What follows belongs to an exercise in optimizing a design on an open flow for small area, a short achievable clock period and few clock cycles; a production flow would make more cautious choices.
RTL that was checked went through simulation tests only; none was proved equivalent to the original.
No activity file was given, so power comes from the tool's default toggle rates.

## job 7147
==> flow/design.v <==
module huffman(clk, reset, gray_data, gray_valid, CNT_valid, CNT1, CNT2, CNT3, CNT4, CNT5, CNT6,
    code_valid, HC1, HC2, HC3, HC4, HC5, HC6, M1, M2, M3, M4, M5, M6);
input clk;
input reset;
input gray_valid;
input [2:0] gray_data;
output reg CNT_valid;
output [7:0] CNT1, CNT2, CNT3, CNT4, CNT5, CNT6;
output reg code_valid;
output [7:0] HC1, HC2, HC3, HC4, HC5, HC6;
output [7:0] M1, M2, M3, M4, M5, M6;
reg        rq;                   
reg        mg;                   
reg        ph;                   
reg [6:1]  sa, sb;               
reg [6:0]  w   [1:6];            
reg [5:1]  mem [2:6];            
reg [4:0]  hc  [1:6];            
reg [4:1]  m   [1:6];            
integer i, j;
reg  [6:1] v;                    
always @(*) begin
	v[6] = 1'b1;
	for (i = 1; i <= 5; i = i + 1) begin
		v[i] = 1'b1;
		for (j = i + 1; j <= 6; j = j + 1)
			v[i] = v[i] & !mem[j][i];
	end
end
function inset;
	input integer i, s;
	begin
		inset = (s < i) ? mem[i][s] : 1'b0;
	end
endfunction
function lt7;
	input [6:0] a, b;
	integer n;
	reg br;
	begin
		br = 1'b0;
		for (n = 0; n < 6; n = n + 1)
			br = (~a[n] & b[n]) | (~a[n] & br) | (b[n] & br);
		lt7 = ~a[6] & (b[6] | br);
	end
endfunction
reg [6:1] sm [1:6];
always @(*) begin
	for (i = 1; i <= 6; i = i + 1)
		sm[i][i] = 1'b0;
	for (i = 1; i <= 6; i = i + 1)
		for (j = i + 1; j <= 6; j = j + 1) begin
			sm[j][i] = v[i] && (!v[j] || lt7(w[i], w[j]));
			sm[i][j] = !sm[j][i];
		end
end
reg [6:1] r0, r1, dec;
always @(*) begin
	for (i = 1; i <= 6; i = i + 1) begin
		r0[i] = (sm[i] == 6'd0);
		r1[i] = (sm[i] != 6'd0) && ((sm[i] & (sm[i] - 6'd1)) == 6'd0);
		dec[i] = gray_valid && (gray_data == i);
	end
end
reg [6:0] wa, wb;
reg [6:1] sab, lo, in_a, in_ab, m0;
always @(*) begin
	wa = 7'd0;
	wb = 7'd0;
	sab = sa | sb;
	for (i = 1; i <= 6; i = i + 1) begin
		if (sa[i]) wa = wa | w[i];
		if (sb[i]) wb = wb | w[i];
		lo[i] = 1'b0;
		for (j = i + 1; j <= 6; j = j + 1)
			lo[i] = lo[i] | (sab[i] & sab[j]);
	end
	for (j = 1; j <= 6; j = j + 1) begin
		in_a[j]  = sa[j];
		in_ab[j] = sab[j];
		for (i = j + 1; i <= 6; i = i + 1) begin
			in_a[j]  = in_a[j]  | (sa[i]  & inset(i, j));
			in_ab[j] = in_ab[j] | (sab[i] & inset(i, j));
		end
	end
	for (i = 1; i <= 6; i = i + 1) begin
		m0[i] = !v[i];
		for (j = 1; j < i; j = j + 1)
			m0[i] = m0[i] | inset(i, j);
	end
end
wire [6:0] wsum = wa + wb + {6'd0, !mg};
wire wen = !mg || ph;
wire done = (v[5:1] == 5'd0);
assign CNT1 = {1'b0, w[1]};
assign CNT2 = {1'b0, w[2]};
assign CNT3 = {1'b0, w[3]};
assign CNT4 = {1'b0, w[4]};
assign CNT5 = {1'b0, w[5]};
assign CNT6 = {1'b0, w[6]};
assign HC1 = {3'd0, hc[1]};
assign HC2 = {3'd0, hc[2]};
assign HC3 = {3'd0, hc[3]};
assign HC4 = {3'd0, hc[4]};
assign HC5 = {3'd0, hc[5]};
assign HC6 = {3'd0, hc[6]};
assign M1 = {3'd0, m[1], 1'b1};
assign M2 = {3'd0, m[2], 1'b1};
assign M3 = {3'd0, m[3], 1'b1};
assign M4 = {3'd0, m[4], 1'b1};
assign M5 = {3'd0, m[5], 1'b1};
assign M6 = {3'd0, m[6], 1'b1};
always @(posedge clk) begin
	rq <= reset;
	if (reset) begin
		mg <= 1'b0;
		ph <= 1'b0;
	end else begin
		mg <= mg || (!rq && !gray_valid && sa != 6'd0);
		ph <= mg && !ph && !done;
	end
	CNT_valid <= !reset && !rq && !mg && !gray_valid && sa != 6'd0;
	code_valid <= !reset && mg && (done || (ph && v[5:1] == lo[5:1]));
	sa <= mg ? r0 : dec;
	sb <= mg ? r1 : 6'd0;
end
always @(posedge clk) begin
	for (i = 1; i <= 6; i = i + 1) begin
		if (rq)
			w[i] <= 7'd0;
		else if (wen && sab[i])
			w[i] <= wsum;
		for (j = 1; j < i; j = j + 1)
			if (rq)
				mem[i][j] <= 1'b0;
			else if (ph && sab[i] && in_ab[j])
				mem[i][j] <= 1'b1;
		if (rq) begin
			m[i]  <= 4'd0;
			hc[i] <= 5'd0;
		end else if (ph && in_ab[i]) begin
			m[i]  <= m[i] | {m[i][3:1], m0[i]};
			hc[i] <= hc[i] | ({5{in_a[i]}} & {m[i][3:1], m0[i], 1'b1} & ~{m[i], m0[i]});
		end
	end
end
endmodule
clock: 9.0 ns
lec_check: 0
abc_clock_period_in_ps: 2800
cap_margin: 20
core_margin: 2
core_utilization: 65
place_density: 0.8
slew_margin: 20
standard.sh (not shown) runs the stock make flow with config.mk's settings and CLKGATE_MAP_FILE= SYNTH_SCRIPT=/design/flow/synth_recipe.tcl, a recipe that flattens the netlist after the stock synthesis.
==> flow/flow/run.sh <==
#!/bin/bash
# The standard layout, with each port buffered by a plain buffer (buf_2) instead of the
# delay-cell buffer buffer_ports picks by default, a clock tree of fewer, larger clusters
# without dummy loads, one tie cell per constant instead of one per port, and timing repair aimed at a 2.8 ns period.
# Full make output goes to flow.log here; each ORFS step's log is under orfs/logs/.
set -euo pipefail
export BUFFER_PORTS_ARGS="-buffer_cell sky130_fd_sc_hd__buf_2"
export CTS_ARGS="-sink_clustering_enable -repair_clock_nets -sink_clustering_size 30 -sink_clustering_max_diameter 100 -root_buf sky130_fd_sc_hd__clkbuf_16 -buf_list {sky130_fd_sc_hd__clkbuf_4 sky130_fd_sc_hd__clkbuf_8} -dont_use_dummy_load"
bash standard.sh SETUP_SLACK_MARGIN=6.2 SKIP_REPAIR_TIE_FANOUT=1 finish > flow.log 2>&1
--- input diff job 7147..job 8320 ---
--- a/flow/design.v
+++ b/flow/design.v
@@ -36,15 +36,15 @@
 function lt7;
 	input [6:0] a, b;
 	integer n;
 	reg br;
 	begin
 		br = 1'b0;
-		for (n = 0; n < 6; n = n + 1)
+		for (n = 0; n < 7; n = n + 1)
 			br = (~a[n] & b[n]) | (~a[n] & br) | (b[n] & br);
-		lt7 = ~a[6] & (b[6] | br);
+		lt7 = br;
 	end
 endfunction
 reg [6:1] sm [1:6];
 always @(*) begin
 	for (i = 1; i <= 6; i = i + 1)
 		sm[i][i] = 1'b0;
[summary]
Across both runs, final cell count was higher for job 8320 than for job 7147.
Summary: with job 7147 as the reference, final net count in job 8320 moved up by a few percent.
Post-synthesis instance total delta for job 8320 relative to job 7147: 30 higher
Compared with job 7147, job 8320 shows a lower setup fix buffers added after clock tree synthesis.
Job 8320: wire length of the first global-routing pass is 5.1% lower than what job 7147 reported.
Post-route fraction of the period consumed by the critical path in job 8320 is 0.23 points above job 7147.
Job 8320: minimum clock period 0.020 ns above job 7147
Routed via count, job 8320 vs job 7147: up slightly
Testbench counts of job 8320, summed over its fixed seeds: cycles 27,112.
No functional check of the RTL was part of job 7147.

* * *

run E:
Another version of the RTL of huffman (not shown whole).
Size: about 1000 cells after synthesis, roughly 130 flip-flops, roughly 150 I/O pins, roughly 8200 um2 of cells after synthesis.
==> module huffman, before the edit <==
module huffman(clk, reset, gray_data, gray_valid, CNT_valid, CNT1, CNT2, CNT3, CNT4, CNT5, CNT6,
    code_valid, HC1, HC2, HC3, HC4, HC5, HC6, M1, M2, M3, M4, M5, M6);
input clk;
input reset;
input gray_valid;
input [2:0] gray_data;
output reg CNT_valid;
output [7:0] CNT1, CNT2, CNT3, CNT4, CNT5, CNT6;
output reg code_valid;
output [7:0] HC1, HC2, HC3, HC4, HC5, HC6;
output [7:0] M1, M2, M3, M4, M5, M6;
reg        mg;                   
reg        ph;                   
reg [6:1]  sa, sb;               
reg [6:0]  w   [1:6];            
reg [6:1]  v;                    
reg [6:1]  mem [1:6];            
reg [4:0]  hc  [1:6];            
reg [4:1]  m   [1:6];            
reg [6:1]  m0;                   
integer i, j;
function lt7;
	input [6:0] a, b;
	integer n;
	reg br;
	begin
		br = 1'b0;
		for (n = 0; n < 7; n = n + 1)
			br = (~a[n] & b[n]) | (~a[n] & br) | (b[n] & br);
		lt7 = br;
	end
endfunction
reg [6:1] sm [1:6];
always @(*) begin
	for (i = 1; i <= 6; i = i + 1)
		sm[i][i] = 1'b0;
	for (i = 1; i <= 6; i = i + 1)
		for (j = i + 1; j <= 6; j = j + 1) begin
			sm[j][i] = v[i] && (!v[j] || lt7(w[i], w[j]));
			sm[i][j] = !sm[j][i];
		end
end
reg [6:1] r0, r1, dec;
always @(*) begin
	for (i = 1; i <= 6; i = i + 1) begin
		r0[i] = (sm[i] == 6'd0);
		r1[i] = (sm[i] != 6'd0) && ((sm[i] & (sm[i] - 6'd1)) == 6'd0);
		dec[i] = gray_valid && !reset && (gray_data == i);
	end
end
reg [6:0] wa, wb;
reg [6:1] sab, lo, in_a, in_ab;
always @(*) begin
	wa = 7'd0;
	wb = 7'd0;
	sab = sa | sb;
	for (i = 1; i <= 6; i = i + 1) begin
		if (sa[i]) wa = wa | w[i];
		if (sb[i]) wb = wb | w[i];
		lo[i] = 1'b0;
		for (j = i + 1; j <= 6; j = j + 1)
			lo[i] = lo[i] | (sab[i] & sab[j]);
	end
	for (j = 1; j <= 6; j = j + 1) begin
		in_a[j]  = sa[j];
		in_ab[j] = sab[j];
		for (i = j + 1; i <= 6; i = i + 1) begin
			in_a[j]  = in_a[j]  | (sa[i]  & mem[i][j]);
			in_ab[j] = in_ab[j] | (sab[i] & mem[i][j]);
		end
	end
	for (i = 1; i <= 6; i = i + 1)
		m0[i] = !v[i] || (mem[i] != 6'd0);
end
wire [6:0] wsum = wa + wb + {6'd0, !mg};
wire wen = !mg || ph;
wire done = (v[5:1] == 5'd0);
assign CNT1 = {1'b0, w[1]};
assign CNT2 = {1'b0, w[2]};
assign CNT3 = {1'b0, w[3]};
assign CNT4 = {1'b0, w[4]};
assign CNT5 = {1'b0, w[5]};
assign CNT6 = {1'b0, w[6]};
assign HC1 = {3'd0, hc[1]};
assign HC2 = {3'd0, hc[2]};
assign HC3 = {3'd0, hc[3]};
assign HC4 = {3'd0, hc[4]};
assign HC5 = {3'd0, hc[5]};
assign HC6 = {3'd0, hc[6]};
assign M1 = {3'd0, m[1], 1'b1};    
assign M2 = {3'd0, m[2], 1'b1};    
assign M3 = {3'd0, m[3], 1'b1};    
assign M4 = {3'd0, m[4], 1'b1};    
assign M5 = {3'd0, m[5], 1'b1};    
assign M6 = {3'd0, m[6], 1'b1};    
always @(posedge clk) begin
	if (reset) begin
		mg <= 1'b0;
		ph <= 1'b0;
	end else begin
		mg <= mg || (!gray_valid && sa != 6'd0);
		ph <= mg && !ph && !done;
	end
	CNT_valid <= !reset && !mg && !gray_valid && sa != 6'd0;
	code_valid <= !reset && mg && (done || (ph && v[5:1] == lo[5:1]));
	sa <= (mg && !reset) ? r0 : dec;
	sb <= (mg && !reset) ? r1 : 6'd0;
end
always @(posedge clk) begin
	for (i = 1; i <= 6; i = i + 1) begin
		if (reset) begin
			w[i]   <= 7'd0;
			v[i]   <= 1'b1;
			mem[i] <= 6'd0;
		end else begin
			if (wen && sab[i]) w[i] <= wsum;
			if (ph && lo[i]) v[i] <= 1'b0;
			if (ph && sab[i]) mem[i] <= (mem[i] | in_ab) & ((6'd1 << (i - 1)) - 6'd1);
		end
		if (ph && in_ab[i]) begin
			m[i]  <= {m[i][3:1] & {3{m0[i]}}, m0[i]};
			hc[i] <= m0[i] ? hc[i] | ({5{in_a[i]}} & {m[i][3:1], 2'b11} & ~{m[i], 1'b1})
			               : {4'd0, in_a[i]};
		end
	end
end
endmodule
clock: 9.0 ns
lec_check: 0
abc_clock_period_in_ps: 2800
cap_margin: 20
core_margin: 2
core_utilization: 40
setup_slack_margin: 5.0
slew_margin: 20
run.sh (not shown) runs the stock make flow with config.mk's settings and CLKGATE_MAP_FILE= SYNTH_SCRIPT=/design/flow/synth_recipe.tcl, a recipe that flattens the netlist after the stock synthesis.
Stock flow here: none of the scripts above is used.
Setup changes, run E to run D
--- a/flow/design.v
+++ b/flow/design.v
@@ -1,15 +1,15 @@
 module huffman(clk, reset, gray_data, gray_valid, CNT_valid, CNT1, CNT2, CNT3, CNT4, CNT5, CNT6,
     code_valid, HC1, HC2, HC3, HC4, HC5, HC6, M1, M2, M3, M4, M5, M6);
 input clk;
 input reset;
 input gray_valid;
 input [2:0] gray_data;
-output reg CNT_valid;
+output CNT_valid;
 output [7:0] CNT1, CNT2, CNT3, CNT4, CNT5, CNT6;
-output reg code_valid;
+output code_valid;
 output [7:0] HC1, HC2, HC3, HC4, HC5, HC6;
 output [7:0] M1, M2, M3, M4, M5, M6;
 reg        mg;                   
 reg        ph;                   
 reg [6:1]  sa, sb;               
 reg [6:0]  w   [1:6];            
@@ -72,53 +72,53 @@
 	for (i = 1; i <= 6; i = i + 1)
 		m0[i] = !v[i] || (mem[i] != 6'd0);
 end
 wire [6:0] wsum = wa + wb + {6'd0, !mg};
 wire wen = !mg || ph;
 wire done = (v[5:1] == 5'd0);
+assign CNT_valid = ph && (v == 6'b111111);
+assign code_valid = done;
 assign CNT1 = {1'b0, w[1]};
 assign CNT2 = {1'b0, w[2]};
 assign CNT3 = {1'b0, w[3]};
 assign CNT4 = {1'b0, w[4]};
 assign CNT5 = {1'b0, w[5]};
 assign CNT6 = {1'b0, w[6]};
 assign HC1 = {3'd0, hc[1]};
 assign HC2 = {3'd0, hc[2]};
 assign HC3 = {3'd0, hc[3]};
 assign HC4 = {3'd0, hc[4]};
 assign HC5 = {3'd0, hc[5]};
 assign HC6 = {3'd0, hc[6]};
-assign M1 = {3'd0, m[1], 1'b1};    
-assign M2 = {3'd0, m[2], 1'b1};    
-assign M3 = {3'd0, m[3], 1'b1};    
-assign M4 = {3'd0, m[4], 1'b1};    
-assign M5 = {3'd0, m[5], 1'b1};    
-assign M6 = {3'd0, m[6], 1'b1};    
+assign M1 = {3'd0, m[1], m0[1]};
+assign M2 = {3'd0, m[2], m0[2]};
+assign M3 = {3'd0, m[3], m0[3]};
+assign M4 = {3'd0, m[4], m0[4]};
+assign M5 = {3'd0, m[5], m0[5]};
+assign M6 = {3'd0, m[6], m0[6]};
 always @(posedge clk) begin
 	if (reset) begin
 		mg <= 1'b0;
 		ph <= 1'b0;
 	end else begin
 		mg <= mg || (!gray_valid && sa != 6'd0);
 		ph <= mg && !ph && !done;
 	end
-	CNT_valid <= !reset && !mg && !gray_valid && sa != 6'd0;
-	code_valid <= !reset && mg && (done || (ph && v[5:1] == lo[5:1]));
 	sa <= (mg && !reset) ? r0 : dec;
 	sb <= (mg && !reset) ? r1 : 6'd0;
 end
 always @(posedge clk) begin
 	for (i = 1; i <= 6; i = i + 1) begin
 		if (reset) begin
 			w[i]   <= 7'd0;
 			v[i]   <= 1'b1;
 			mem[i] <= 6'd0;
 		end else begin
 			if (wen && sab[i]) w[i] <= wsum;
 			if (ph && lo[i]) v[i] <= 1'b0;
-			if (ph && sab[i]) mem[i] <= (mem[i] | in_ab) & ((6'd1 << (i - 1)) - 6'd1);
+			if (ph && sab[i]) mem[i] <= mem[i] | in_ab;
 		end
 		if (ph && in_ab[i]) begin
 			m[i]  <= {m[i][3:1] & {3{m0[i]}}, m0[i]};
 			hc[i] <= m0[i] ? hc[i] | ({5{in_a[i]}} & {m[i][3:1], 2'b11} & ~{m[i], 1'b1})
 			               : {4'd0, in_a[i]};
 		end
[summary]
- The final layout from run D, which completed every stage, passed the timing, design-rule and antenna checks at the end of the flow.
- Taking run E as the reference, in run D achievable clock frequency fell by about 8%; sequential element share of the synthesized area higher.
- Total power for run D: about 2% up relative to run E
- Run D reports a higher final net count than run E does.
- The run with more setup slack is run E; run D has less.
- Delta (run D minus run E): number of ordinary and repair buffers in the finished layout rose 7; global-route usage fell 0.30 points.
- Relative to run E, run D degrades final critical delay including setup and external delays.
- Critical path depth, run E and run D, higher one = run D.
- [run D vs run E] length of routed met3 wiring: lower in run D
- Higher combinational share of power goes to run E over run D.
- Run E has a higher power drawn by the combinational cells than run D.
- Run comparison: run D biggest power consumer among the groups sequential cells; run E biggest power consumer among the groups clock
No run of this note included a check of the RTL's function; only the layout flow was run.

## static timing again, ports no longer ideal
How much do the figures lean on ideal ports? The routed layouts below were timed once more, with nothing changed but the port constraints.
Step 1 sets driving cells, clkbuf_16 on the clock port and buf_2 on the other inputs (assumed; they add their load-dependent delay and slew).
Step 2, shift: input delay + t, output delay - t, t = (earliest + latest rising clock arrival at the registers) / 2. This alone moves slack from input paths to output paths.
a / b / c = ideal ports / drivers / drivers and shift; a / b = the first two.
run	t, ns	setup slack, ns	worst hold slack (ns)
job 7147	0.402	6.204 / 6.160 / 6.279	0.468 / 0.468 / 0.468
job 8320	0.401	6.184 / 6.142 / 6.227	0.464 / 0.464 / 0.464
run E	0.458	5.389 / 5.345 / 5.562	0.512 / 0.512 / 0.512
run D	0.470	5.086 / 5.038 / 5.294	0.469 / 0.469 / 0.469
After both steps every run listed still meets setup and hold.
